From an optimization exercise on the open Yosys and OpenROAD flow, aimed at small area and few clock cycles; shortcuts taken in it are not production practice. The RTL was checked by simulation tests, not by an equivalence proof against the original design.

[design.v]
module  mcolrow  ( a1,a2,a3, y ) ; 
input   [4:0]  a1 ;   
input   [4:0]  a2 ;   
input   [4:0]  a3 ;   
output  [4:0]  y ;   
assign y=a1^a2^a3;
endmodule
module  mcol  ( a1, a2, a3, a4, y1, y2, y3, y4 ) ;
input   [4:0]  a1 ;   
input   [4:0]  a2 ;   
input   [4:0]  a3 ;   
input   [4:0]  a4 ;   
output  [4:0]  y1 ;   
output  [4:0]  y2 ;   
output  [4:0]  y3 ;   
output  [4:0]  y4 ;   
mcolrow m1(.a1(a2), .a2(a3), .a3(a4), .y(y1));
mcolrow m2(.a1(a1), .a2(a3), .a3(a4), .y(y2));
mcolrow m3(.a1(a1), .a2(a2), .a3(a4), .y(y3));
mcolrow m4(.a1(a1), .a2(a2), .a3(a3), .y(y4));
endmodule
module  mcol_state  ( a, y ) ;
input   [159:0]  a ;   
output  [159:0]  y ;   
wire [4:0] a00 = a[159:155];
wire [4:0] a01 = a[154:150];
wire [4:0] a02 = a[149:145];
wire [4:0] a03 = a[144:140];
wire [4:0] a10 = a[139:135];
wire [4:0] a11 = a[134:130];
wire [4:0] a12 = a[129:125];
wire [4:0] a13 = a[124:120];
wire [4:0] a20 = a[119:115];
wire [4:0] a21 = a[114:110];
wire [4:0] a22 = a[109:105];
wire [4:0] a23 = a[104:100];
wire [4:0] a30 = a[99:95];
wire [4:0] a31 = a[94:90];
wire [4:0] a32 = a[89:85];
wire [4:0] a33 = a[84:80];
wire [4:0] a40 = a[79:75];
wire [4:0] a41 = a[74:70];
wire [4:0] a42 = a[69:65];
wire [4:0] a43 = a[64:60];
wire [4:0] a50 = a[59:55];
wire [4:0] a51 = a[54:50];
wire [4:0] a52 = a[49:45];
wire [4:0] a53 = a[44:40];
wire [4:0] a60 = a[39:35];
wire [4:0] a61 = a[34:30];
wire [4:0] a62 = a[29:25];
wire [4:0] a63 = a[24:20];
wire [4:0] a70 = a[19:15];
wire [4:0] a71 = a[14:10];
wire [4:0] a72 = a[9:5];
wire [4:0] a73 = a[4:0];
mcol m1(.a1(a[159:155]), .a2(a[154:150]), .a3(a[149:145]), .a4(a[144:140]), .y1(y[159:155]), .y2(y[154:150]), .y3(y[149:145]), .y4(y[144:140]) );
mcol m2(.a1(a[139:135]), .a2(a[134:130]), .a3(a[129:125]), .a4(a[124:120]), .y1(y[139:135]), .y2(y[134:130]), .y3(y[129:125]), .y4(y[124:120]) );
mcol m3(.a1(a[119:115]), .a2(a[114:110]), .a3(a[109:105]), .a4(a[104:100]), .y1(y[119:115]), .y2(y[114:110]), .y3(y[109:105]), .y4(y[104:100]) );
mcol m4(.a1(a[99:95]), .a2(a[94:90]), .a3(a[89:85]), .a4(a[84:80]), .y1(y[99:95]), .y2(y[94:90]), .y3(y[89:85]), .y4(y[84:80]) );
mcol m5(.a1(a[79:75]), .a2(a[74:70]), .a3(a[69:65]), .a4(a[64:60]), .y1(y[79:75]), .y2(y[74:70]), .y3(y[69:65]), .y4(y[64:60]) );
mcol m6(.a1(a[59:55]), .a2(a[54:50]), .a3(a[49:45]), .a4(a[44:40]), .y1(y[59:55]), .y2(y[54:50]), .y3(y[49:45]), .y4(y[44:40]) );
mcol m7(.a1(a[39:35]), .a2(a[34:30]), .a3(a[29:25]), .a4(a[24:20]), .y1(y[39:35]), .y2(y[34:30]), .y3(y[29:25]), .y4(y[24:20]) );
mcol m8(.a1(a[19:15]), .a2(a[14:10]), .a3(a[9:5]), .a4(a[4:0]), .y1(y[19:15]), .y2(y[14:10]), .y3(y[9:5]), .y4(y[4:0]) );
endmodule
 module sbox_1 ( a2, a3, a4, y); 
input [0:4] a2; 
input [0:4] a3; 
input [0:4] a4; 
output [0:4] y; 
 assign y={a2[3]^a2[2]^((a2[3]^a3[3]^a4[3])&(a2[2]^a3[2]^a4[2]))^a2[1]^((a2[4]^a3[4]^a4[4])&(a2[1]^a3[1]^a4[1]))^((a2[3]^a3[3]^a4[3])&(a2[0]^a3[0]^a4[0]))^((a2[2]^a3[2]^a4[2])&(a2[0]^a3[0]^a4[0])),a2[3]^((a2[4]^a3[4]^a4[4])&(a2[2]^a3[2]^a4[2]))^((a2[3]^a3[3]^a4[3])&(a2[2]^a3[2]^a4[2]))^((a2[3]^a3[3]^a4[3])&(a2[1]^a3[1]^a4[1]))^((a2[2]^a3[2]^a4[2])&(a2[1]^a3[1]^a4[1]))^a2[0],((a2[4]^a3[4]^a4[4])&(a2[2]^a3[2]^a4[2]))^((a2[3]^a3[3]^a4[3])&(a2[2]^a3[2]^a4[2]))^a2[1]^a2[0]^((a2[4]^a3[4]^a4[4])&(a2[0]^a3[0]^a4[0]))^((a2[1]^a3[1]^a4[1])&(a2[0]^a3[0]^a4[0])),((a2[4]^a3[4]^a4[4])&(a2[3]^a3[3]^a4[3]))^((a2[2]^a3[2]^a4[2])&(a2[1]^a3[1]^a4[1]))^a2[0]^((a2[4]^a3[4]^a4[4])&(a2[0]^a3[0]^a4[0]))^((a2[2]^a3[2]^a4[2])&(a2[0]^a3[0]^a4[0])),1'b1^a2[4]^((a2[4]^a3[4]^a4[4])&(a2[2]^a3[2]^a4[2]))^a2[1]^((a2[3]^a3[3]^a4[3])&(a2[0]^a3[0]^a4[0]))}; 
 endmodule 
 module sbox_2 ( a1, a3, a4, y); 
input [0:4] a1; 
input [0:4] a3; 
input [0:4] a4; 
output [0:4] y; 
 assign y={a3[3]^a3[2]^((a1[3]&(a3[2]^a4[2]))^(a1[2]&(a3[3]^a4[3]))^(a1[3]&a1[2]))^a3[1]^((a1[4]&(a3[1]^a4[1]))^(a1[1]&(a3[4]^a4[4]))^(a1[4]&a1[1]))^((a1[3]&(a3[0]^a4[0]))^(a1[0]&(a3[3]^a4[3]))^(a1[3]&a1[0]))^((a1[2]&(a3[0]^a4[0]))^(a1[0]&(a3[2]^a4[2]))^(a1[2]&a1[0])),a3[3]^((a1[4]&(a3[2]^a4[2]))^(a1[2]&(a3[4]^a4[4]))^(a1[4]&a1[2]))^((a1[3]&(a3[2]^a4[2]))^(a1[2]&(a3[3]^a4[3]))^(a1[3]&a1[2]))^((a1[3]&(a3[1]^a4[1]))^(a1[1]&(a3[3]^a4[3]))^(a1[3]&a1[1]))^((a1[2]&(a3[1]^a4[1]))^(a1[1]&(a3[2]^a4[2]))^(a1[2]&a1[1]))^a3[0],((a1[4]&(a3[2]^a4[2]))^(a1[2]&(a3[4]^a4[4]))^(a1[4]&a1[2]))^((a1[3]&(a3[2]^a4[2]))^(a1[2]&(a3[3]^a4[3]))^(a1[3]&a1[2]))^a3[1]^a3[0]^((a1[4]&(a3[0]^a4[0]))^(a1[0]&(a3[4]^a4[4]))^(a1[4]&a1[0]))^((a1[1]&(a3[0]^a4[0]))^(a1[0]&(a3[1]^a4[1]))^(a1[1]&a1[0])),((a1[4]&(a3[3]^a4[3]))^(a1[3]&(a3[4]^a4[4]))^(a1[4]&a1[3]))^((a1[2]&(a3[1]^a4[1]))^(a1[1]&(a3[2]^a4[2]))^(a1[2]&a1[1]))^a3[0]^((a1[4]&(a3[0]^a4[0]))^(a1[0]&(a3[4]^a4[4]))^(a1[4]&a1[0]))^((a1[2]&(a3[0]^a4[0]))^(a1[0]&(a3[2]^a4[2]))^(a1[2]&a1[0])),a3[4]^((a1[4]&(a3[2]^a4[2]))^(a1[2]&(a3[4]^a4[4]))^(a1[4]&a1[2]))^a3[1]^((a1[3]&(a3[0]^a4[0]))^(a1[0]&(a3[3]^a4[3]))^(a1[3]&a1[0]))}; 
 endmodule 
 module sbox_3 ( a1, a2, a4, y); 
input [0:4] a1; 
input [0:4] a2; 
input [0:4] a4; 
output [0:4] y; 
 assign y={a4[3]^a4[2]^(a1[3]&a2[2])^(a2[3]&a1[2])^a4[1]^(a1[4]&a2[1])^(a2[4]&a1[1])^(a1[3]&a2[0])^(a2[3]&a1[0])^(a1[2]&a2[0])^(a2[2]&a1[0]),a4[3]^(a1[4]&a2[2])^(a2[4]&a1[2])^(a1[3]&a2[2])^(a2[3]&a1[2])^(a1[3]&a2[1])^(a2[3]&a1[1])^(a1[2]&a2[1])^(a2[2]&a1[1])^a4[0],(a1[4]&a2[2])^(a2[4]&a1[2])^(a1[3]&a2[2])^(a2[3]&a1[2])^a4[1]^a4[0]^(a1[4]&a2[0])^(a2[4]&a1[0])^(a1[1]&a2[0])^(a2[1]&a1[0]),(a1[4]&a2[3])^(a2[4]&a1[3])^(a1[2]&a2[1])^(a2[2]&a1[1])^a4[0]^(a1[4]&a2[0])^(a2[4]&a1[0])^(a1[2]&a2[0])^(a2[2]&a1[0]),a4[4]^(a1[4]&a2[2])^(a2[4]&a1[2])^a4[1]^(a1[3]&a2[0])^(a2[3]&a1[0])}; 
 endmodule 
 module sbox_4 ( a1, a2, a3, y); 
input [0:4] a1; 
input [0:4] a2; 
input [0:4] a3; 
output [0:4] y; 
 assign y={a1[3]^a1[2]^a1[1],a1[3]^a1[0],a1[1]^a1[0],a1[0],a1[4]^a1[1]}; 
 endmodule 
 module sbox_state (a1,a2,a3,a4,y1,y2,y3,y4) ;
 input [159:0] a1;
 input [159:0] a2;
 input [159:0] a3;
 input [159:0] a4;
 output [159:0] y1;
 output [159:0] y2;
 output [159:0] y3;
 output [159:0] y4;
	sbox_1 sb01(.a2(a2[4:0]), .a3(a3[4:0]), .a4(a4[4:0]), .y(y1[4:0]));
	sbox_2 sb02(.a1(a1[4:0]), .a3(a3[4:0]), .a4(a4[4:0]), .y(y2[4:0]));
	sbox_3 sb03(.a1(a1[4:0]), .a2(a2[4:0]), .a4(a4[4:0]), .y(y3[4:0]));
	sbox_4 sb04(.a1(a1[4:0]), .a2(a2[4:0]), .a3(a3[4:0]), .y(y4[4:0]));
	sbox_1 sb11(.a2(a2[9:5]), .a3(a3[9:5]), .a4(a4[9:5]), .y(y1[9:5]));
	sbox_2 sb12(.a1(a1[9:5]), .a3(a3[9:5]), .a4(a4[9:5]), .y(y2[9:5]));
	sbox_3 sb13(.a1(a1[9:5]), .a2(a2[9:5]), .a4(a4[9:5]), .y(y3[9:5]));
	sbox_4 sb14(.a1(a1[9:5]), .a2(a2[9:5]), .a3(a3[9:5]), .y(y4[9:5]));
	sbox_1 sb21(.a2(a2[14:10]), .a3(a3[14:10]), .a4(a4[14:10]), .y(y1[14:10]));
	sbox_2 sb22(.a1(a1[14:10]), .a3(a3[14:10]), .a4(a4[14:10]), .y(y2[14:10]));
	sbox_3 sb23(.a1(a1[14:10]), .a2(a2[14:10]), .a4(a4[14:10]), .y(y3[14:10]));
	sbox_4 sb24(.a1(a1[14:10]), .a2(a2[14:10]), .a3(a3[14:10]), .y(y4[14:10]));
	sbox_1 sb31(.a2(a2[19:15]), .a3(a3[19:15]), .a4(a4[19:15]), .y(y1[19:15]));
	sbox_2 sb32(.a1(a1[19:15]), .a3(a3[19:15]), .a4(a4[19:15]), .y(y2[19:15]));
	sbox_3 sb33(.a1(a1[19:15]), .a2(a2[19:15]), .a4(a4[19:15]), .y(y3[19:15]));
	sbox_4 sb34(.a1(a1[19:15]), .a2(a2[19:15]), .a3(a3[19:15]), .y(y4[19:15]));
	sbox_1 sb41(.a2(a2[24:20]), .a3(a3[24:20]), .a4(a4[24:20]), .y(y1[24:20]));
	sbox_2 sb42(.a1(a1[24:20]), .a3(a3[24:20]), .a4(a4[24:20]), .y(y2[24:20]));
	sbox_3 sb43(.a1(a1[24:20]), .a2(a2[24:20]), .a4(a4[24:20]), .y(y3[24:20]));
	sbox_4 sb44(.a1(a1[24:20]), .a2(a2[24:20]), .a3(a3[24:20]), .y(y4[24:20]));
	sbox_1 sb51(.a2(a2[29:25]), .a3(a3[29:25]), .a4(a4[29:25]), .y(y1[29:25]));
	sbox_2 sb52(.a1(a1[29:25]), .a3(a3[29:25]), .a4(a4[29:25]), .y(y2[29:25]));
	sbox_3 sb53(.a1(a1[29:25]), .a2(a2[29:25]), .a4(a4[29:25]), .y(y3[29:25]));
	sbox_4 sb54(.a1(a1[29:25]), .a2(a2[29:25]), .a3(a3[29:25]), .y(y4[29:25]));
	sbox_1 sb61(.a2(a2[34:30]), .a3(a3[34:30]), .a4(a4[34:30]), .y(y1[34:30]));
	sbox_2 sb62(.a1(a1[34:30]), .a3(a3[34:30]), .a4(a4[34:30]), .y(y2[34:30]));
	sbox_3 sb63(.a1(a1[34:30]), .a2(a2[34:30]), .a4(a4[34:30]), .y(y3[34:30]));
	sbox_4 sb64(.a1(a1[34:30]), .a2(a2[34:30]), .a3(a3[34:30]), .y(y4[34:30]));
	sbox_1 sb71(.a2(a2[39:35]), .a3(a3[39:35]), .a4(a4[39:35]), .y(y1[39:35]));
	sbox_2 sb72(.a1(a1[39:35]), .a3(a3[39:35]), .a4(a4[39:35]), .y(y2[39:35]));
	sbox_3 sb73(.a1(a1[39:35]), .a2(a2[39:35]), .a4(a4[39:35]), .y(y3[39:35]));
	sbox_4 sb74(.a1(a1[39:35]), .a2(a2[39:35]), .a3(a3[39:35]), .y(y4[39:35]));
	sbox_1 sb81(.a2(a2[44:40]), .a3(a3[44:40]), .a4(a4[44:40]), .y(y1[44:40]));
	sbox_2 sb82(.a1(a1[44:40]), .a3(a3[44:40]), .a4(a4[44:40]), .y(y2[44:40]));
	sbox_3 sb83(.a1(a1[44:40]), .a2(a2[44:40]), .a4(a4[44:40]), .y(y3[44:40]));
	sbox_4 sb84(.a1(a1[44:40]), .a2(a2[44:40]), .a3(a3[44:40]), .y(y4[44:40]));
	sbox_1 sb91(.a2(a2[49:45]), .a3(a3[49:45]), .a4(a4[49:45]), .y(y1[49:45]));
	sbox_2 sb92(.a1(a1[49:45]), .a3(a3[49:45]), .a4(a4[49:45]), .y(y2[49:45]));
	sbox_3 sb93(.a1(a1[49:45]), .a2(a2[49:45]), .a4(a4[49:45]), .y(y3[49:45]));
	sbox_4 sb94(.a1(a1[49:45]), .a2(a2[49:45]), .a3(a3[49:45]), .y(y4[49:45]));
	sbox_1 sb101(.a2(a2[54:50]), .a3(a3[54:50]), .a4(a4[54:50]), .y(y1[54:50]));
	sbox_2 sb102(.a1(a1[54:50]), .a3(a3[54:50]), .a4(a4[54:50]), .y(y2[54:50]));
	sbox_3 sb103(.a1(a1[54:50]), .a2(a2[54:50]), .a4(a4[54:50]), .y(y3[54:50]));
	sbox_4 sb104(.a1(a1[54:50]), .a2(a2[54:50]), .a3(a3[54:50]), .y(y4[54:50]));
	sbox_1 sb111(.a2(a2[59:55]), .a3(a3[59:55]), .a4(a4[59:55]), .y(y1[59:55]));
	sbox_2 sb112(.a1(a1[59:55]), .a3(a3[59:55]), .a4(a4[59:55]), .y(y2[59:55]));
	sbox_3 sb113(.a1(a1[59:55]), .a2(a2[59:55]), .a4(a4[59:55]), .y(y3[59:55]));
	sbox_4 sb114(.a1(a1[59:55]), .a2(a2[59:55]), .a3(a3[59:55]), .y(y4[59:55]));
	sbox_1 sb121(.a2(a2[64:60]), .a3(a3[64:60]), .a4(a4[64:60]), .y(y1[64:60]));
	sbox_2 sb122(.a1(a1[64:60]), .a3(a3[64:60]), .a4(a4[64:60]), .y(y2[64:60]));
	sbox_3 sb123(.a1(a1[64:60]), .a2(a2[64:60]), .a4(a4[64:60]), .y(y3[64:60]));
	sbox_4 sb124(.a1(a1[64:60]), .a2(a2[64:60]), .a3(a3[64:60]), .y(y4[64:60]));
	sbox_1 sb131(.a2(a2[69:65]), .a3(a3[69:65]), .a4(a4[69:65]), .y(y1[69:65]));
	sbox_2 sb132(.a1(a1[69:65]), .a3(a3[69:65]), .a4(a4[69:65]), .y(y2[69:65]));
	sbox_3 sb133(.a1(a1[69:65]), .a2(a2[69:65]), .a4(a4[69:65]), .y(y3[69:65]));
	sbox_4 sb134(.a1(a1[69:65]), .a2(a2[69:65]), .a3(a3[69:65]), .y(y4[69:65]));
	sbox_1 sb141(.a2(a2[74:70]), .a3(a3[74:70]), .a4(a4[74:70]), .y(y1[74:70]));
	sbox_2 sb142(.a1(a1[74:70]), .a3(a3[74:70]), .a4(a4[74:70]), .y(y2[74:70]));
	sbox_3 sb143(.a1(a1[74:70]), .a2(a2[74:70]), .a4(a4[74:70]), .y(y3[74:70]));
	sbox_4 sb144(.a1(a1[74:70]), .a2(a2[74:70]), .a3(a3[74:70]), .y(y4[74:70]));
	sbox_1 sb151(.a2(a2[79:75]), .a3(a3[79:75]), .a4(a4[79:75]), .y(y1[79:75]));
	sbox_2 sb152(.a1(a1[79:75]), .a3(a3[79:75]), .a4(a4[79:75]), .y(y2[79:75]));
	sbox_3 sb153(.a1(a1[79:75]), .a2(a2[79:75]), .a4(a4[79:75]), .y(y3[79:75]));
	sbox_4 sb154(.a1(a1[79:75]), .a2(a2[79:75]), .a3(a3[79:75]), .y(y4[79:75]));
	sbox_1 sb161(.a2(a2[84:80]), .a3(a3[84:80]), .a4(a4[84:80]), .y(y1[84:80]));
	sbox_2 sb162(.a1(a1[84:80]), .a3(a3[84:80]), .a4(a4[84:80]), .y(y2[84:80]));
	sbox_3 sb163(.a1(a1[84:80]), .a2(a2[84:80]), .a4(a4[84:80]), .y(y3[84:80]));
	sbox_4 sb164(.a1(a1[84:80]), .a2(a2[84:80]), .a3(a3[84:80]), .y(y4[84:80]));
	sbox_1 sb171(.a2(a2[89:85]), .a3(a3[89:85]), .a4(a4[89:85]), .y(y1[89:85]));
	sbox_2 sb172(.a1(a1[89:85]), .a3(a3[89:85]), .a4(a4[89:85]), .y(y2[89:85]));
	sbox_3 sb173(.a1(a1[89:85]), .a2(a2[89:85]), .a4(a4[89:85]), .y(y3[89:85]));
	sbox_4 sb174(.a1(a1[89:85]), .a2(a2[89:85]), .a3(a3[89:85]), .y(y4[89:85]));
	sbox_1 sb181(.a2(a2[94:90]), .a3(a3[94:90]), .a4(a4[94:90]), .y(y1[94:90]));
	sbox_2 sb182(.a1(a1[94:90]), .a3(a3[94:90]), .a4(a4[94:90]), .y(y2[94:90]));
	sbox_3 sb183(.a1(a1[94:90]), .a2(a2[94:90]), .a4(a4[94:90]), .y(y3[94:90]));
	sbox_4 sb184(.a1(a1[94:90]), .a2(a2[94:90]), .a3(a3[94:90]), .y(y4[94:90]));
	sbox_1 sb191(.a2(a2[99:95]), .a3(a3[99:95]), .a4(a4[99:95]), .y(y1[99:95]));
	sbox_2 sb192(.a1(a1[99:95]), .a3(a3[99:95]), .a4(a4[99:95]), .y(y2[99:95]));
	sbox_3 sb193(.a1(a1[99:95]), .a2(a2[99:95]), .a4(a4[99:95]), .y(y3[99:95]));
	sbox_4 sb194(.a1(a1[99:95]), .a2(a2[99:95]), .a3(a3[99:95]), .y(y4[99:95]));
	sbox_1 sb201(.a2(a2[104:100]), .a3(a3[104:100]), .a4(a4[104:100]), .y(y1[104:100]));
	sbox_2 sb202(.a1(a1[104:100]), .a3(a3[104:100]), .a4(a4[104:100]), .y(y2[104:100]));
	sbox_3 sb203(.a1(a1[104:100]), .a2(a2[104:100]), .a4(a4[104:100]), .y(y3[104:100]));
	sbox_4 sb204(.a1(a1[104:100]), .a2(a2[104:100]), .a3(a3[104:100]), .y(y4[104:100]));
	sbox_1 sb211(.a2(a2[109:105]), .a3(a3[109:105]), .a4(a4[109:105]), .y(y1[109:105]));
	sbox_2 sb212(.a1(a1[109:105]), .a3(a3[109:105]), .a4(a4[109:105]), .y(y2[109:105]));
	sbox_3 sb213(.a1(a1[109:105]), .a2(a2[109:105]), .a4(a4[109:105]), .y(y3[109:105]));
	sbox_4 sb214(.a1(a1[109:105]), .a2(a2[109:105]), .a3(a3[109:105]), .y(y4[109:105]));
	sbox_1 sb221(.a2(a2[114:110]), .a3(a3[114:110]), .a4(a4[114:110]), .y(y1[114:110]));
	sbox_2 sb222(.a1(a1[114:110]), .a3(a3[114:110]), .a4(a4[114:110]), .y(y2[114:110]));
	sbox_3 sb223(.a1(a1[114:110]), .a2(a2[114:110]), .a4(a4[114:110]), .y(y3[114:110]));
	sbox_4 sb224(.a1(a1[114:110]), .a2(a2[114:110]), .a3(a3[114:110]), .y(y4[114:110]));
	sbox_1 sb231(.a2(a2[119:115]), .a3(a3[119:115]), .a4(a4[119:115]), .y(y1[119:115]));
	sbox_2 sb232(.a1(a1[119:115]), .a3(a3[119:115]), .a4(a4[119:115]), .y(y2[119:115]));
	sbox_3 sb233(.a1(a1[119:115]), .a2(a2[119:115]), .a4(a4[119:115]), .y(y3[119:115]));
	sbox_4 sb234(.a1(a1[119:115]), .a2(a2[119:115]), .a3(a3[119:115]), .y(y4[119:115]));
	sbox_1 sb241(.a2(a2[124:120]), .a3(a3[124:120]), .a4(a4[124:120]), .y(y1[124:120]));
	sbox_2 sb242(.a1(a1[124:120]), .a3(a3[124:120]), .a4(a4[124:120]), .y(y2[124:120]));
	sbox_3 sb243(.a1(a1[124:120]), .a2(a2[124:120]), .a4(a4[124:120]), .y(y3[124:120]));
	sbox_4 sb244(.a1(a1[124:120]), .a2(a2[124:120]), .a3(a3[124:120]), .y(y4[124:120]));
	sbox_1 sb251(.a2(a2[129:125]), .a3(a3[129:125]), .a4(a4[129:125]), .y(y1[129:125]));
	sbox_2 sb252(.a1(a1[129:125]), .a3(a3[129:125]), .a4(a4[129:125]), .y(y2[129:125]));
	sbox_3 sb253(.a1(a1[129:125]), .a2(a2[129:125]), .a4(a4[129:125]), .y(y3[129:125]));
	sbox_4 sb254(.a1(a1[129:125]), .a2(a2[129:125]), .a3(a3[129:125]), .y(y4[129:125]));
	sbox_1 sb261(.a2(a2[134:130]), .a3(a3[134:130]), .a4(a4[134:130]), .y(y1[134:130]));
	sbox_2 sb262(.a1(a1[134:130]), .a3(a3[134:130]), .a4(a4[134:130]), .y(y2[134:130]));
	sbox_3 sb263(.a1(a1[134:130]), .a2(a2[134:130]), .a4(a4[134:130]), .y(y3[134:130]));
	sbox_4 sb264(.a1(a1[134:130]), .a2(a2[134:130]), .a3(a3[134:130]), .y(y4[134:130]));
	sbox_1 sb271(.a2(a2[139:135]), .a3(a3[139:135]), .a4(a4[139:135]), .y(y1[139:135]));
	sbox_2 sb272(.a1(a1[139:135]), .a3(a3[139:135]), .a4(a4[139:135]), .y(y2[139:135]));
	sbox_3 sb273(.a1(a1[139:135]), .a2(a2[139:135]), .a4(a4[139:135]), .y(y3[139:135]));
	sbox_4 sb274(.a1(a1[139:135]), .a2(a2[139:135]), .a3(a3[139:135]), .y(y4[139:135]));
	sbox_1 sb281(.a2(a2[144:140]), .a3(a3[144:140]), .a4(a4[144:140]), .y(y1[144:140]));
	sbox_2 sb282(.a1(a1[144:140]), .a3(a3[144:140]), .a4(a4[144:140]), .y(y2[144:140]));
	sbox_3 sb283(.a1(a1[144:140]), .a2(a2[144:140]), .a4(a4[144:140]), .y(y3[144:140]));
	sbox_4 sb284(.a1(a1[144:140]), .a2(a2[144:140]), .a3(a3[144:140]), .y(y4[144:140]));
	sbox_1 sb291(.a2(a2[149:145]), .a3(a3[149:145]), .a4(a4[149:145]), .y(y1[149:145]));
	sbox_2 sb292(.a1(a1[149:145]), .a3(a3[149:145]), .a4(a4[149:145]), .y(y2[149:145]));
	sbox_3 sb293(.a1(a1[149:145]), .a2(a2[149:145]), .a4(a4[149:145]), .y(y3[149:145]));
	sbox_4 sb294(.a1(a1[149:145]), .a2(a2[149:145]), .a3(a3[149:145]), .y(y4[149:145]));
	sbox_1 sb301(.a2(a2[154:150]), .a3(a3[154:150]), .a4(a4[154:150]), .y(y1[154:150]));
	sbox_2 sb302(.a1(a1[154:150]), .a3(a3[154:150]), .a4(a4[154:150]), .y(y2[154:150]));
	sbox_3 sb303(.a1(a1[154:150]), .a2(a2[154:150]), .a4(a4[154:150]), .y(y3[154:150]));
	sbox_4 sb304(.a1(a1[154:150]), .a2(a2[154:150]), .a3(a3[154:150]), .y(y4[154:150]));
	sbox_1 sb311(.a2(a2[159:155]), .a3(a3[159:155]), .a4(a4[159:155]), .y(y1[159:155]));
	sbox_2 sb312(.a1(a1[159:155]), .a3(a3[159:155]), .a4(a4[159:155]), .y(y2[159:155]));
	sbox_3 sb313(.a1(a1[159:155]), .a2(a2[159:155]), .a4(a4[159:155]), .y(y3[159:155]));
	sbox_4 sb314(.a1(a1[159:155]), .a2(a2[159:155]), .a3(a3[159:155]), .y(y4[159:155]));
 endmodule 
module  lae_control  ( start , ck , Ain, Min, last, init, getdata, getdata0, outc, final_o, rcon ) ;
input   start ;
input   Ain ;
input   Min ;
input   last ;
input   ck ;  
output    init;
output    getdata;
output    getdata0;
output    outc;
output    final_o;
output    [4:0] rcon;
reg     [3:0]  round_ps;
reg     first;
always  @ ( posedge ck  )  round_ps  <= start ? 0 : (first || last) ? round_ps+1 : round_ps;
always  @ ( posedge ck  )  first <= start ? 1 : (round_ps==15) ? 0 : first;
assign  init   =  (first&&round_ps==0) ;
assign getdata = (~first&& round_ps==0) ? 1 : 0;
assign getdata0= first && round_ps==0&&Ain;
assign rcon={1'b0, round_ps};
assign outc=Min;
assign final_o= (last&&round_ps==15);
endmodule
module  lae_comb  (ck, inp1, inp2, inp3, inp4, key1, key2, key3, key4, nonce, init, getdata, getdata0, outc, final_o, rcon, c1, c2, c3, c4, T1, T2, T3, T4 ) ;
input ck;
input    [9:0]  inp1;
input    [9:0]  inp2;
input    [9:0]  inp3;
input    [9:0]  inp4;
input    [79:0]  key1;
input    [79:0]  key2;
input    [79:0]  key3;
input    [79:0]  key4;
input    [39:0]  nonce;
input    init;
input    getdata;
input    getdata0;
input    outc;
input    final_o;
input    [4:0] rcon;
output  [9:0]   c1;
output  [9:0]   c2;
output  [9:0]   c3;
output  [9:0]   c4;
output  [79:0]  T1;
output  [79:0]  T2;
output  [79:0]  T3;
output  [79:0]  T4;
reg   [159:0] state1;
reg   [159:0] state2;
reg   [159:0] state3;
reg   [159:0] state4;
wire  [159:0] sbin1;
wire  [159:0] sbin2;
wire  [159:0] sbin3;
wire  [159:0] sbin4;
wire  [159:0] sbout1;
wire  [159:0] sbout2;
wire  [159:0] sbout3;
wire  [159:0] sbout4;
wire  [159:0] shrow1;
wire  [159:0] shrow2;
wire  [159:0] shrow3;
wire  [159:0] shrow4;
wire  [159:0] mcout1;
wire  [159:0] mcout2;
wire  [159:0] mcout3;
wire  [159:0] mcout4;
assign sbin1 = init ? {key1, nonce, 40'd0} : getdata0 ? state1^{inp1[9:5], key1[79:65], inp1[4:0], key1[64:0], 30'd0} : getdata ? state1^{inp1[9:5], 15'd0, inp1[4:0], 134'd0} : state1;
assign sbin2 = init ? {key2, 40'd0, 40'd0} : getdata0 ? state2^{inp2[9:5], key2[79:65], inp2[4:0], key2[64:0], 30'd0} : getdata ? state2^{inp2[9:5], 15'd0, inp2[4:0], 134'd0} : state2;
assign sbin3 = init ? {key3, 40'd0, 40'd0} : getdata0 ? state3^{inp3[9:5], key3[79:65], inp3[4:0], key3[64:0], 30'd0} : getdata ? state3^{inp3[9:5], 15'd0, inp3[4:0], 134'd0} : state3;
assign sbin4 = init ? {key4, 40'd0, 40'd0} : getdata0 ? state4^{inp4[9:5], key4[79:65], inp4[4:0], key4[64:0], 30'd0} : getdata ? state4^{inp4[9:5], 15'd0, inp4[4:0], 134'd0} : state4;
sbox_state sb(.a1(sbin1), .a2(sbin2), .a3(sbin3), .a4(sbin4), .y1(sbout1), .y2(sbout2), .y3(sbout3), .y4(sbout4));
assign shrow1={sbout1[159:155], sbout1[134:130], sbout1[109:105], sbout1[4:0], sbout1[139:135], sbout1[114:110], sbout1[89:85], sbout1[144:140], sbout1[119:115], sbout1[94:90], sbout1[69:65], sbout1[124:120], sbout1[99:95], sbout1[74:70], sbout1[49:45], sbout1[104:100], sbout1[79:75], sbout1[54:50], sbout1[29:25], sbout1[84:80], sbout1[59:55], sbout1[34:30], sbout1[9:5], sbout1[64:60], sbout1[39:35], sbout1[14:10], sbout1[149:145], sbout1[44:40], sbout1[19:15], sbout1[154:150], sbout1[129:125], sbout1[24:20]};
assign shrow2={sbout2[159:155], sbout2[134:130], sbout2[109:105], sbout2[4:0], sbout2[139:135], sbout2[114:110], sbout2[89:85], sbout2[144:140], sbout2[119:115], sbout2[94:90], sbout2[69:65], sbout2[124:120], sbout2[99:95], sbout2[74:70], sbout2[49:45], sbout2[104:100], sbout2[79:75], sbout2[54:50], sbout2[29:25], sbout2[84:80], sbout2[59:55], sbout2[34:30], sbout2[9:5], sbout2[64:60], sbout2[39:35], sbout2[14:10], sbout2[149:145], sbout2[44:40], sbout2[19:15], sbout2[154:150], sbout2[129:125], sbout2[24:20]};
assign shrow3={sbout3[159:155], sbout3[134:130], sbout3[109:105], sbout3[4:0], sbout3[139:135], sbout3[114:110], sbout3[89:85], sbout3[144:140], sbout3[119:115], sbout3[94:90], sbout3[69:65], sbout3[124:120], sbout3[99:95], sbout3[74:70], sbout3[49:45], sbout3[104:100], sbout3[79:75], sbout3[54:50], sbout3[29:25], sbout3[84:80], sbout3[59:55], sbout3[34:30], sbout3[9:5], sbout3[64:60], sbout3[39:35], sbout3[14:10], sbout3[149:145], sbout3[44:40], sbout3[19:15], sbout3[154:150], sbout3[129:125], sbout3[24:20]};
assign shrow4={sbout4[159:155], sbout4[134:130], sbout4[109:105], sbout4[4:0], sbout4[139:135], sbout4[114:110], sbout4[89:85], sbout4[144:140], sbout4[119:115], sbout4[94:90], sbout4[69:65], sbout4[124:120], sbout4[99:95], sbout4[74:70], sbout4[49:45], sbout4[104:100], sbout4[79:75], sbout4[54:50], sbout4[29:25], sbout4[84:80], sbout4[59:55], sbout4[34:30], sbout4[9:5], sbout4[64:60], sbout4[39:35], sbout4[14:10], sbout4[149:145], sbout4[44:40], sbout4[19:15], sbout4[154:150], sbout4[129:125], sbout4[24:20]};
mcol_state  mc1(.a(shrow1), .y(mcout1) );
mcol_state  mc2(.a(shrow2), .y(mcout2) );
mcol_state  mc3(.a(shrow3), .y(mcout3) );
mcol_state  mc4(.a(shrow4), .y(mcout4) );
always  @ ( posedge ck ) state1  <=  mcout1^{rcon, 155'd0} ;
always  @ ( posedge ck ) state2  <=  mcout2 ;
always  @ ( posedge ck ) state3  <=  mcout3 ;
always  @ ( posedge ck ) state4  <=  mcout4 ;
assign c1=outc ? state1[159:150]^inp1 : 10'd0;
assign c2=outc ? state2[159:150]^inp2 : 10'd0;
assign c3=outc ? state3[159:150]^inp3 : 10'd0;
assign c4=outc ? state4[159:150]^inp4 : 10'd0;
assign T1=final_o ? state1[159:80] : 80'd0;
assign T2=final_o ? state2[159:80] : 80'd0;
assign T3=final_o ? state3[159:80] : 80'd0;
assign T4=final_o ? state4[159:80] : 80'd0;
endmodule
module  lae  ( start , inp1, inp2, inp3, inp4, key1, key2, key3, key4, nonce, Ain, Min, last, ck , outc, cout1, cout2, cout3, cout4, final_o, Tout1, Tout2, Tout3, Tout4, getdata) ;
input   start ;
input    [9:0]  inp1;
input    [9:0]  inp2;
input    [9:0]  inp3;
input    [9:0]  inp4;
input    [79:0]  key1;
input    [79:0]  key2;
input    [79:0]  key3;
input    [79:0]  key4;
input    [39:0]  nonce;
input    ck ;  
input    Ain ;
input    Min ;
input    last ;
output    outc ;
output    final_o;
output    [9:0] cout1 ;
output    [9:0] cout2 ;
output    [9:0] cout3 ;
output    [9:0] cout4 ;
output    [79:0] Tout1 ;   
output    [79:0] Tout2 ;
output    [79:0] Tout3 ;
output    [79:0] Tout4 ;
output    getdata;
wire    init ;
wire    getdata ;
wire    getdata0 ;
wire    outc ;
wire    final_o ;
wire    [4:0]   rcon;
lae_control  u_control  (
  .start   ( start   ) ,
  .ck      ( ck      ) ,
  .Ain     ( Ain     ) ,
  .Min     ( Min     ) ,
  .last    ( last    ) ,
  .init    ( init    ) ,
  .getdata ( getdata ) ,
  .getdata0( getdata0) ,
  .outc    ( outc    ) ,
  .final_o   ( final_o   ) ,
  .rcon    (rcon     )
) ;
lae_comb  u_comb  (
  .ck      ( ck       ), 
  .inp1    ( inp1     ), 
  .inp2    ( inp2     ), 
  .inp3    ( inp3     ), 
  .inp4    ( inp4     ), 
  .key1    ( key1     ),
  .key2    ( key2     ),
  .key3    ( key3     ),
  .key4    ( key4     ),
  .nonce   ( nonce    ), 
  .init    ( init     ) ,
  .getdata ( getdata  ) ,
  .getdata0( getdata0 ) ,
  .outc    ( outc     ) ,
  .final_o   ( final_o    ) ,
  .rcon    (rcon      ),
  .c1      (cout1     ),
  .c2      (cout2     ),
  .c3      (cout3     ),
  .c4      (cout4     ),
  .T1      (Tout1     ),
  .T2      (Tout2     ),
  .T3      (Tout3     ),
  .T4      (Tout4     )
) ;
endmodule
[run.sh]
#!/bin/bash
# synth_recipe.tcl (not shown) runs the flow's synth.tcl, then flattens the netlist and writes it again
# the make line also repeats each setting of config.mk as NAME=value (left out here)
make -C /OpenROAD-flow-scripts/flow DESIGN_CONFIG=/design/flow/config.mk WORK_HOME=/design/flow/orfs CLKGATE_MAP_FILE= SYNTH_SCRIPT=/design/flow/synth_recipe.tcl finish
[config.mk]
export PLATFORM = sky130hd
export DESIGN_NAME = lae
export DESIGN_NICKNAME = lae
export VERILOG_FILES = /design/flow/design.v
export SDC_FILE = /design/flow/constraint.sdc
export NUM_CORES = 4
export LEC_CHECK = 0
export CAP_MARGIN = 20
export CORE_MARGIN = 2
export CORE_UTILIZATION = 40
export SLEW_MARGIN = 20
[constraint.sdc]
create_clock -name core_clock -period 6.0 [get_ports {ck}]
set_input_delay 1.2000 -clock core_clock [delete_from_list [all_inputs] [get_ports {ck}]]
set_output_delay 1.2000 -clock core_clock [all_outputs]
set_load 0.01 [all_outputs]
==> run summary, run 1 <==
- The flow ran to the end and the layout has no timing, DRC or antenna violations.
- The mean number of vias per cell is 5.322.
- The initial antenna violation count was 42.
- The share of post-route cells with drive strength above 1 is 5.917%.
- The net count of the finished layout is 10640.
- The worst hold margin is 0.5317 ns.
- The die is 438.8 µm wide.
- The clock sink count is 645.
- At the worst endpoint, the required time is 4.80 ns.
- The wire-length estimate of the detail-placed layout is 273400 µm.
- The final global-route overflow total is 0.
- Sequential cells were found to cover 17.07% of the synthesized design area.
- The clock tree synthesis step divided the H-tree into 3 levels.
- The class of the tightest hold or removal check is register to register.
- The clock root buffer is sky130_fd_sc_hd__clkbuf_16.
- The number of global-route vias before repair came to 65410.
- Counting cells, the worst reg-to-reg path comes to 12.
- For the worst setup path, the data arrival time is 4.16 ns.
- The area growth from synthesis to layout is 18.21%.
- The critical-path maximum fanout is 63.
- For the pin with the worst max-slew slack, the measured transition is 1.135 ns.
- The congestion estimate from routability-driven global placement came to 1.013.
- The async set-reset flop share out of synthesis is 0%.
- The number of buffers inserted to repair setup after CTS is 0.
- The die is 438.8 µm tall.
- The final max-slew violation count is 0.
- The source of the worst register-to-register timing path is u_control.round_ps[2].
- The clock latency on the worst-skew pair is 0.73 ns.
- The share of the clock period used by the worst path after layout is 89.37%.
- During I/O placement, the number of pins put on the boundary was 768.
- The clock tree from TritonCTS is done.
- The number of nets handed over by synthesis was 9987.
- In this run, the number of DRC markers left after iteration 0 of detailed routing was 5526.
- The total global-route track usage is 32.92%.
- Setup violations remaining at the end of the flow were counted as 0.
- The worst setup path is launched from a register.
- The number of I/O port buffers is 767.
- The netlist area before placement is 75620 µm².
- The first-pass GRT wire length is 466800 µm.
- Hold repair after CTS inserted 0 buffers.
- The residual antenna-violating net count after detailed routing is 0.
- Row generation in the floorplan step produced 159 rows.
- The synthesized netlist contains 97 unique library cells.
- In this run the standard cell core region covers 187800 µm².
- The relative max-transition margin is 24.07%.
- STA classifies the critical path endpoint as an output pin.
- The max-capacitance violation count is 0.
- The number of synthesized register bits is 645.
- The endpoint with the worst hold slack is u_control.round_ps[1].
- Summed over all failing endpoints, the final setup total negative slack is 0 ns.
- The number of buffers created by CTS is 79.
- The maximum frequency from static timing analysis is 186.5 MHz.
- The detailed-route via count is 67530.
- In this run the critical register-to-register path is captured at u_comb.state2[46].
- The smallest clock period supported by the final layout is computed as 5.362 ns.
- The number of search-and-repair iterations in the first detailed-routing pass is 17.
- The worst clock skew on the final layout is 0.04220 ns.
- The worst hold path begins at u_control.round_ps[1].
- The synthesized area per cell is 7.997 µm².
- In the synthesized netlist, the number of instances is 9456.
- Along the worst hold path, the cell count comes to 2.
- The total count of hold-check failures in the final report is 0.
- The number of synthesized flops with an enable pin is 0.
- Among all flip-flop cells after synthesis, the most frequent one is sky130_fd_sc_hd__dfxtp_1.
- Yosys printed 2 warnings.
- The floorplan step defined a die boundary enclosing 192600 µm².
- In the routed design, unresolved DRC markers number 0.
- The wire length reported by the detailed router is 329700 µm.
- Clock-pin slew was measured on the worst setup and hold paths at 0.06 ns.
- Setup repair after global routing left no endpoint under its margin.
- The flop-to-flop setup slack is 0.84 ns.
- The initial utilization of the core area, before any placement, comes to 40.27%.
- The clock passes through at most 3 buffers.
- The worst setup path is of the register to output pin kind.
- Once the clock tree was built, the resizer swapped 0 gates to a different size.
- The average wire per standard cell is 25.98 µm.
- Entering global routing, the biggest net connects 108 pins.
## worst max path at each step
stage	startpoint	to	slack (ns)
finish	u_control.round_ps[2]	Tout3[60]	0.64
global route	u_control.round_ps[2]	Tout3[72]	0.48
CTS	u_control.round_ps[2]	Tout4[61]	0.62
detailed placement	u_control.round_ps[0]	u_comb.state1[134]	0.95
global placement	last	Tout3[71]	1.01
floorplan	u_control.round_ps[0]	u_comb.state2[43]	1.38
## sequential cells by signal (all words and copies together), names as in the netlist
signal	cells
u_comb.state1	160
u_comb.state2	160
u_comb.state3	160
u_comb.state4	160
u_control.round_ps	4
u_control.first	1
## layout make-up
| class | instances | area (µm²) |
|---|---|---|
| clock inverter | 48 | 650.6 |
| antenna | 20 | 50.05 |
| sequential | 645 | 12910 |
| multi-input combinational | 8189 | 60000 |
| clock buffer | 98 | 2191 |
| inverter | 167 | 626.9 |
| fill | 18410 | 98410 |
| timing repair buffer | 1027 | 9842 |
| tap | 2495 | 3122 |
## cells in the final DEF (no fill, tap or decap), drive strengths merged, types with 26 or more instances in the layout
master and count:
clkdlybuf4s50 767, o211ai 33, a21oi 349, a211oi 32
clkbuf 99, nor2 1008, ha 126, nand2 856
mux2 44, xor2 1141, o22ai 105, buf 259
nor3 76, clkinv 29, xnor2 2693, mux2i 520
nor3b 29, nor2b 34, o21ai 260, and2 437
nand3 83, dfxtp 645, nand2b 26, a22oi 35
inv 168
## through the flow
stage | worst slack [ns] | instances | cell area (µm²) | util, %
after floorplan | 1.378 | 9456 | 75620 | -
after global placement | 1.014 | 12520 | 86490 | 46.06
after detailed placement | 0.9534 | 12520 | 86490 | 46.06
after CTS | 0.6176 | 12670 | 89330 | 47.57
after global routing | 0.4788 | 12680 | 89360 | 47.58
final | 0.6381 | 12690 | 89390 | 47.60
## routing by layer
| layer | vias to the layer above | share of wire, % | global-route usage, % |
|---|---|---|---|
| li1 | 31760 | - | - |
| met3 | 569 | 6.5 | 5.373 |
| met5 | - | 0.035 | 0 |
| met1 | 32740 | 42 | 42.34 |
| met2 | 2445 | 46 | 53.45 |
| met4 | 18 | 5.4 | 15.70 |
## logic make-up after synthesis
| group | count (synthesis) | share of synthesized area (%) |
|---|---|---|
| DFF | 645 | 17.07 |
| and+or+nand+nor | 2639 | 15.61 |
| muxes | 570 | 8.152 |
| AOI/OAI and AO/OA | 987 | 7.953 |
| adders and majority gates | 131 | 2.151 |
| buffers and inverters | 622 | 3.643 |
| xor gates and xnor gates | 3862 | 45.42 |
## Yosys cell counts (all sizes together), types with 126 or more instances
library cell	instances	area, µm²
xor2	1141	10030
xnor2	2693	23680
a21oi	349	1780
buf	184	1111
inv	158	593.1
and2	437	2736
nand2	856	3213
mux2i	520	5534
clkbuf	271	1017
nor2	1008	3801
dfxtp	645	12910
ha	126	1577
o21ai	260	1309
## worst max-delay path, cell delays in order, from the launching register on
cell,delay (ns)
sky130_fd_sc_hd__dfxtp_1,0.98
sky130_fd_sc_hd__nand3_1,0.37
sky130_fd_sc_hd__nor2_4,0.80
sky130_fd_sc_hd__buf_4,0.53
sky130_fd_sc_hd__and2_1,0.20
sky130_fd_sc_hd__clkdlybuf4s50_1,0.54
Testbench counts, summed over its fixed seeds: cycles 15,573.
==> inputs of run 2 (changes only) <==
--- a/design.v
+++ b/design.v
@@ -241,16 +241,30 @@
 output    outc;
 output    final_o;
 output    [4:0] rcon;
-reg     [3:0]  round_ps;
-reg     first;
-always  @ ( posedge ck  )  round_ps  <= start ? 0 : (first || last) ? round_ps+1 : round_ps;
-always  @ ( posedge ck  )  first <= start ? 1 : (round_ps==15) ? 0 : first;
-assign  init   =  (first&&round_ps==0) ;
-assign getdata = (~first&& round_ps==0) ? 1 : 0;
-assign getdata0= first && round_ps==0&&Ain;
-assign rcon={1'b0, round_ps};
-assign outc=Min;
-assign final_o= (last&&round_ps==15);
+reg     [3:0]  cnt;
+reg     first;    
+reg     fin;      
+always  @ ( posedge ck  ) begin
+  if (start) begin
+    cnt   <= 4'd1;
+    first <= 1'b1;
+    fin   <= 1'b0;
+  end else if (first) begin
+    cnt   <= cnt + 4'd1;
+    if (cnt == 4'd15) first <= 1'b0;
+  end else if (fin) begin
+    if (cnt != 4'd15) cnt <= cnt + 4'd1;
+  end else if (last) begin
+    fin   <= 1'b1;
+    cnt   <= 4'd1;
+  end
+end
+assign  init    = start;
+assign  getdata = ~first & ~fin;
+assign  getdata0= 1'b0;
+assign  rcon    = {1'b0, cnt & {4{~start}}};
+assign  outc    = Min;
+assign  final_o = fin & (cnt == 4'd14);
 endmodule
 module  lae_comb  (ck, inp1, inp2, inp3, inp4, key1, key2, key3, key4, nonce, init, getdata, getdata0, outc, final_o, rcon, c1, c2, c3, c4, T1, T2, T3, T4 ) ;
 input ck;
@@ -297,10 +311,10 @@
 wire  [159:0] mcout2;
 wire  [159:0] mcout3;
 wire  [159:0] mcout4;
-assign sbin1 = init ? {key1, nonce, 40'd0} : getdata0 ? state1^{inp1[9:5], key1[79:65], inp1[4:0], key1[64:0], 30'd0} : getdata ? state1^{inp1[9:5], 15'd0, inp1[4:0], 134'd0} : state1;
-assign sbin2 = init ? {key2, 40'd0, 40'd0} : getdata0 ? state2^{inp2[9:5], key2[79:65], inp2[4:0], key2[64:0], 30'd0} : getdata ? state2^{inp2[9:5], 15'd0, inp2[4:0], 134'd0} : state2;
-assign sbin3 = init ? {key3, 40'd0, 40'd0} : getdata0 ? state3^{inp3[9:5], key3[79:65], inp3[4:0], key3[64:0], 30'd0} : getdata ? state3^{inp3[9:5], 15'd0, inp3[4:0], 134'd0} : state3;
-assign sbin4 = init ? {key4, 40'd0, 40'd0} : getdata0 ? state4^{inp4[9:5], key4[79:65], inp4[4:0], key4[64:0], 30'd0} : getdata ? state4^{inp4[9:5], 15'd0, inp4[4:0], 134'd0} : state4;
+assign sbin1 = init ? {key1, nonce, 40'd0} : getdata ? state1^{inp1[9:5], 15'd0, inp1[4:0], 134'd0} : state1;
+assign sbin2 = init ? {key2, 40'd0, 40'd0} : getdata ? state2^{inp2[9:5], 15'd0, inp2[4:0], 134'd0} : state2;
+assign sbin3 = init ? {key3, 40'd0, 40'd0} : getdata ? state3^{inp3[9:5], 15'd0, inp3[4:0], 134'd0} : state3;
+assign sbin4 = init ? {key4, 40'd0, 40'd0} : getdata ? state4^{inp4[9:5], 15'd0, inp4[4:0], 134'd0} : state4;
 sbox_state sb(.a1(sbin1), .a2(sbin2), .a3(sbin3), .a4(sbin4), .y1(sbout1), .y2(sbout2), .y3(sbout3), .y4(sbout4));
 assign shrow1={sbout1[159:155], sbout1[134:130], sbout1[109:105], sbout1[4:0], sbout1[139:135], sbout1[114:110], sbout1[89:85], sbout1[144:140], sbout1[119:115], sbout1[94:90], sbout1[69:65], sbout1[124:120], sbout1[99:95], sbout1[74:70], sbout1[49:45], sbout1[104:100], sbout1[79:75], sbout1[54:50], sbout1[29:25], sbout1[84:80], sbout1[59:55], sbout1[34:30], sbout1[9:5], sbout1[64:60], sbout1[39:35], sbout1[14:10], sbout1[149:145], sbout1[44:40], sbout1[19:15], sbout1[154:150], sbout1[129:125], sbout1[24:20]};
 assign shrow2={sbout2[159:155], sbout2[134:130], sbout2[109:105], sbout2[4:0], sbout2[139:135], sbout2[114:110], sbout2[89:85], sbout2[144:140], sbout2[119:115], sbout2[94:90], sbout2[69:65], sbout2[124:120], sbout2[99:95], sbout2[74:70], sbout2[49:45], sbout2[104:100], sbout2[79:75], sbout2[54:50], sbout2[29:25], sbout2[84:80], sbout2[59:55], sbout2[34:30], sbout2[9:5], sbout2[64:60], sbout2[39:35], sbout2[14:10], sbout2[149:145], sbout2[44:40], sbout2[19:15], sbout2[154:150], sbout2[129:125], sbout2[24:20]};
@@ -310,7 +324,8 @@
 mcol_state  mc2(.a(shrow2), .y(mcout2) );
 mcol_state  mc3(.a(shrow3), .y(mcout3) );
 mcol_state  mc4(.a(shrow4), .y(mcout4) );
-always  @ ( posedge ck ) state1  <=  mcout1^{rcon, 155'd0} ;
+wire  [159:0] next1 = mcout1^{rcon, 155'd0};
+always  @ ( posedge ck ) state1  <=  next1 ;
 always  @ ( posedge ck ) state2  <=  mcout2 ;
 always  @ ( posedge ck ) state3  <=  mcout3 ;
 always  @ ( posedge ck ) state4  <=  mcout4 ;
@@ -318,10 +333,10 @@
 assign c2=outc ? state2[159:150]^inp2 : 10'd0;
 assign c3=outc ? state3[159:150]^inp3 : 10'd0;
 assign c4=outc ? state4[159:150]^inp4 : 10'd0;
-assign T1=final_o ? state1[159:80] : 80'd0;
-assign T2=final_o ? state2[159:80] : 80'd0;
-assign T3=final_o ? state3[159:80] : 80'd0;
-assign T4=final_o ? state4[159:80] : 80'd0;
+assign T1=final_o ? next1[159:80] : 80'd0;
+assign T2=final_o ? mcout2[159:80] : 80'd0;
+assign T3=final_o ? mcout3[159:80] : 80'd0;
+assign T4=final_o ? mcout4[159:80] : 80'd0;
 endmodule
 module  lae  ( start , inp1, inp2, inp3, inp4, key1, key2, key3, key4, nonce, Ain, Min, last, ck , outc, cout1, cout2, cout3, cout4, final_o, Tout1, Tout2, Tout3, Tout4, getdata) ;
 input   start ;
==> run 2 against run 1 <==
The layout now fails its checks (negative setup slack). Non-clock buffer count is 1552 higher. Sequential share of layout area shrank 2.7 points. Synthesized cell count grew 3.6%. Highest routed layer unchanged. Cell area up 23%. Utilization rose by 7.4 points. Clock skew increased by 0.027 ns. Cell count grew 16%. Count of clock-buffer cells in the layout grew 5.
==> run summary, run 2 <==
- The initial cell density of the core was 40.25% (was 40.27%).
- The total number of placement rows is 164 (was 159).
- The share of the clock period used by the worst path after layout is 102.4% (was 89.37%).
- The DRC violation count after routing is 0 (unchanged).
- The routed metal-1 wirelength is 149200 µm (was 139500 µm).
- Most frequent cells in the layout: sky130_fd_sc_hd__xnor2_1, sky130_fd_sc_hd__buf_4, sky130_fd_sc_hd__xor2_1 (was sky130_fd_sc_hd__xnor2_1, sky130_fd_sc_hd__xor2_1, sky130_fd_sc_hd__nor2_1).
- The source of the worst register-to-register timing path is u_control.fin (was u_control.round_ps[2]).
- The class of the tightest hold or removal check is register to register (unchanged).
- The critical path class is input pin to output pin (was register to output pin).
- The max-capacitance violation count was 0 (unchanged).
- The area inside the core boundary came to 199700 µm² (was 187800 µm²).
- The most repeated library cell on the critical path is sky130_fd_sc_hd__buf_4.
- The data required time at the worst endpoint came to 4.80 ns (about the same).
- The endpoint with the worst hold slack is u_control.cnt[1] (was u_control.round_ps[1]).
- The highest metal layer with signal wires is met5 (unchanged).
- The first-pass GRT wire length is 508800 µm (was 466800 µm).
- The yosys synthesis warning count is 2 (unchanged).
- The leading cell type in the layout, fill and taps excluded is sky130_fd_sc_hd__xnor2_1 (unchanged).
- The area fraction of the dominant cell type after synthesis is 29.34% (was 31.09%).
- The share of post-route cells with drive strength above 1 is 22.64% (was 5.917%).
- The detailed router's first-iteration violation count is 6823 (was 5526).
- The post-detailed-placement half-perimeter wirelength is 298700 µm (was 273400 µm).
- The met3 wirelength from detailed routing is 26820 µm (was 21420 µm).
- The detailed-route via count is 78020 (was 67530).
- The critical-path maximum fanout was 10 (was 63).
- The final global-route overflow total was 0 (unchanged).
- The maximum frequency from static timing analysis is 162.8 MHz (was 186.5 MHz).
- Cells taking the most area after synthesis: sky130_fd_sc_hd__xnor2_1, sky130_fd_sc_hd__dfxtp_1, sky130_fd_sc_hd__xor2_1 (unchanged).
- RSZ-0062 raised after global routing: true (was false).
- The async set-reset flop share out of synthesis came to 0% (unchanged).
- The I/O pin count came to 768 (unchanged).
- The initial antenna violation count was 81 (was 42).
- The clock root buffer is sky130_fd_sc_hd__clkbuf_16 (unchanged).
- Outcome: complete, but fails checks (was finished clean).
- The netlist area before placement came to 80350 µm² (was 75620 µm²).
- The final weighted congestion of routability-driven global placement came to 1.020 (was 1.013).
- The hold-critical path depth is 2 (unchanged).
- The number of synthesized register bits is 646 (was 645).
- The endpoint class of the critical path is an output pin (unchanged).
- The total cell area at the placement stage is 101500 µm² (was 86490 µm²).
- The number of cells on the worst reg-to-reg path is 11 (was 12).
- The total global-route track usage was 33.40% (was 32.92%).
- The layout-stage area growth over the synthesis result is 36.74% (was 18.21%).
- The source of the worst hold timing path was u_control.cnt[1] (was u_control.round_ps[1]).
- The count of distinct cell types in the synthesized netlist came to 107 (was 97).
- The setup violation total in the final timing report is 7 (was 0).
- The maximum number of pins on one net before global-route repair is 125 (was 108).
- The net count after synthesis is 10330 (was 9987).
- The worst clock skew on the final layout is 0.06926 ns (was 0.04220 ns).
- The flip-flop cell with the highest count after synthesis was sky130_fd_sc_hd__dfxtp_1 (unchanged).
- The number of fillers in the final layout is 18440 (was 18410).
- The height of the die is 452.2 µm (was 438.8 µm).
- The clock tree from TritonCTS is done (unchanged).
- The post-placement setup slack is -0.5418 ns (was 0.9534 ns).
- The residual antenna-violating net count after detailed routing is 0 (unchanged).
- The floorplan die width is 452.2 µm (was 438.8 µm).
- The mean number of vias per cell is 5.286 (was 5.322).
- The number of buffers created by CTS was 82 (was 79).
- The post-route cell area came to 109900 µm² (was 89390 µm²).
- The top cell type by total area after synthesis is sky130_fd_sc_hd__xnor2_1 (unchanged).
- The time the worst path needs with I/O delays and setup is 6.142 ns (was 5.362 ns).
- The worst hold margin is 0.5358 ns (was 0.5317 ns).
- The number of search-and-repair iterations in the first detailed-routing pass is 6 (was 17).
- Leading post-synthesis cells by instance count: sky130_fd_sc_hd__xnor2_1, sky130_fd_sc_hd__xor2_1, sky130_fd_sc_hd__nor2_1 (unchanged).
- The maximum buffer depth of the clock tree is 3 (unchanged).
- The data arrival at the endpoint of the critical path was 4.94 ns (was 4.16 ns).
- The number of synthesized flops with an enable pin was 0 (unchanged).
- The wire length on met2 is 162200 µm (was 150800 µm).
- The relative max-transition margin is 24.05% (was 24.07%).
- The number of I/O port buffers is 766 (was 767).
- The measured slew at the worst slew-check pin came to 1.131 ns (was 1.135 ns).
- The final max-slew violation count is 0 (unchanged).
- The number of buffers inserted by hold repair at cts came to 0 (unchanged).
- The final net count is 12530 (was 10640).
- The clock sink count is 646 (was 645).
- The flop-to-flop setup slack was 1.58 ns (was 0.84 ns).
- The most common cell in the synthesized netlist is sky130_fd_sc_hd__xnor2_1 (unchanged).
- The final design utilization is 55.03% (was 47.60%).
- The level count of the clock H-tree is 3 (unchanged).
- The critical path's slowest cell is sky130_fd_sc_hd__clkdlybuf4s50_1 (was sky130_fd_sc_hd__dfxtp_1).
- The average wire per standard cell is 24.32 µm (was 25.98 µm).
- The total count of hold-check failures in the final report is 0 (unchanged).
- The synthesized instance count was 9797 (was 9456).
- The capture point of the worst reg-to-reg path is u_comb.state1[2] (was u_comb.state2[46]).
- The number of global-route vias before repair was 75730 (was 65410).
- The clock latency on the worst-skew pair is 0.77 ns (was 0.73 ns).
- Cells along the critical path: buf_16, buf_16, inv_8, buf_4, mux2i_1, buf_4, o21ai_0, o22ai_1, xor2_2, xor3_1, buf_4, xnor2_2, xnor2_1, buf_4, and2_1, clkdlybuf4s50_1 (was nand3_1, nor2_4, buf_4, and2_1, clkdlybuf4s50_1).
- The wire length reported by the detailed router is 358900 µm (was 329700 µm).
- The checks that failed were negative setup slack.
- The synthesized area per cell was 8.202 µm² (was 7.997 µm²).
- The minimum setup slack in the final design was -0.1419 ns (was 0.6381 ns).
- The sort of element at the start of the critical path was an input pin (was register).
- The overall die area came to 204500 µm² (was 192600 µm²).
- The stage delay of the slowest cell on the critical path came to 0.54 ns (was 0.98 ns).
- The clock-pin slew on the worst setup and hold paths is 0.05 ns (was 0.06 ns).
- The portion of the post-synthesis area used by sequential elements came to 16.09% (was 17.07%).
[run 2: cell types whose count changed after synthesis, moves of 26 or more]
cell | before | now
sky130_fd_sc_hd__nor2_1 | 1001 | 920
sky130_fd_sc_hd__xnor3_1 | 21 | 88
sky130_fd_sc_hd__xnor2_2 | 7 | 34
sky130_fd_sc_hd__mux2i_1 | 451 | 363
sky130_fd_sc_hd__nand2b_1 | 26 | 52
sky130_fd_sc_hd__nor2b_1 | 34 | 120
sky130_fd_sc_hd__a32oi_1 | 9 | 108
sky130_fd_sc_hd__and2_1 | 427 | 379
sky130_fd_sc_hd__nor3b_1 | 26 | 54
[run 2: worst max-delay path by stage]
stage                     cells past startpoint  slack (ns)     from         to
after floorplan                              14        0.27    start  Tout2[59]
after global placement                       16       -0.58    start  Tout2[28]
after detailed placement                     13       -0.54  key3[7]  Tout2[51]
after CTS                                    16       -0.15    start  Tout2[57]
after global routing                         16       -0.27  key1[9]  Tout2[57]
final                                        16       -0.14    start  Tout2[57]
[run 2: area by class of cell]
type	instances	area (µm²)	share of cell area [%]
multi-input combinational	8510	67670	61.59
timing repair buffer	2579	22210	20.21
sequential	646	12940	11.78
tap	2656	3323	3.025
clock buffer	103	2271	2.067
inverter	176	684.4	0.6229
clock inverter	45	653.1	0.5945
antenna	43	107.6	0.09794
timing repair inverter	1	11.26	0.01025
[run 2: per-stage QoR]
stage,instances,TNS [ns]
final,14760,-0.2987
after global routing,14750,-1.670
after CTS,14610,-1.040
after detailed placement,14390,-28.08
after global placement,14390,-25.55
after floorplan,9797,0
[run 2: what timing repair did]
item | 4_1_cts | 5_1_grt
buffers inserted | 71 | 100
pin swaps | 107 | 176
resized for setup | 391 | 448
setup endpoints to repair | 174 | 160
cloned | 4 | 3
[run 2: logic make-up (layout without fill, tap and decap cells)]
| logic type | Yosys count | in the layout | share of synthesized area (%) |
|---|---|---|---|
| other cells | 0 | 43 | 0 |
| buf+inv | 642 | 2904 | 3.930 |
| simple gates | 2660 | 2660 | 15.14 |
| compound gates | 1200 | 1200 | 9.703 |
| xor+xnor | 3998 | 3999 | 45.75 |
| flops | 646 | 646 | 16.09 |
| fa+ha+maj | 148 | 148 | 2.252 |
| mux | 503 | 503 | 7.129 |
[run 2: metal layers]
layer | vias up | track usage (%)
li1 | 36440 | -
met1 | 37600 | 43.03
met2 | 3198 | 53.28
met3 | 738 | 5.891
met4 | 38 | 17.15
met5 | - | 0
[run 2: worst max-delay path: cells and delay by family]
| family | cells | cell delay [ns] |
|---|---|---|
| xor gates and xnor gates | 4 | 1.10 |
| buffers and inverters | 8 | 1.74 |
| AOI/OAI and AO/OA | 2 | 0.39 |
| and+or+nand+nor | 1 | 0.13 |
| muxes | 1 | 0.32 |
Testbench counts of run 2, summed over its fixed seeds: cycles 14,933.

separate check: timing with driven ports:
The results above use ideal ports. As a check the final layouts listed here were re-extracted and re-timed, cells and wires unchanged. Step 1 assumes that a clkbuf_16 drives the clock port and a buf_2 every other input. Step 2 times the ports against the registers' clock, not the clock port: input delays grow and output delays shrink by t, the midpoint of the rising clock arrivals with the driver on. a / b / c = no drivers / after step 1 / after step 2; a / b = the first two.
| run | t (ns) | setup slack, ns | worst setup path after step 2 | cell pins on the clock port's net |
|---|---|---|---|---|
| run 1 | 0.798 | 0.638 / 0.551 / 0.844 | register to register | 1 |
| run 2 | 0.826 | -0.142 / -0.241 / -0.305 | input to register | 1 |
For run 2, which loses most, drivers alone change the setup slack by -0.099 ns; drivers and shift together by -0.163 ns.
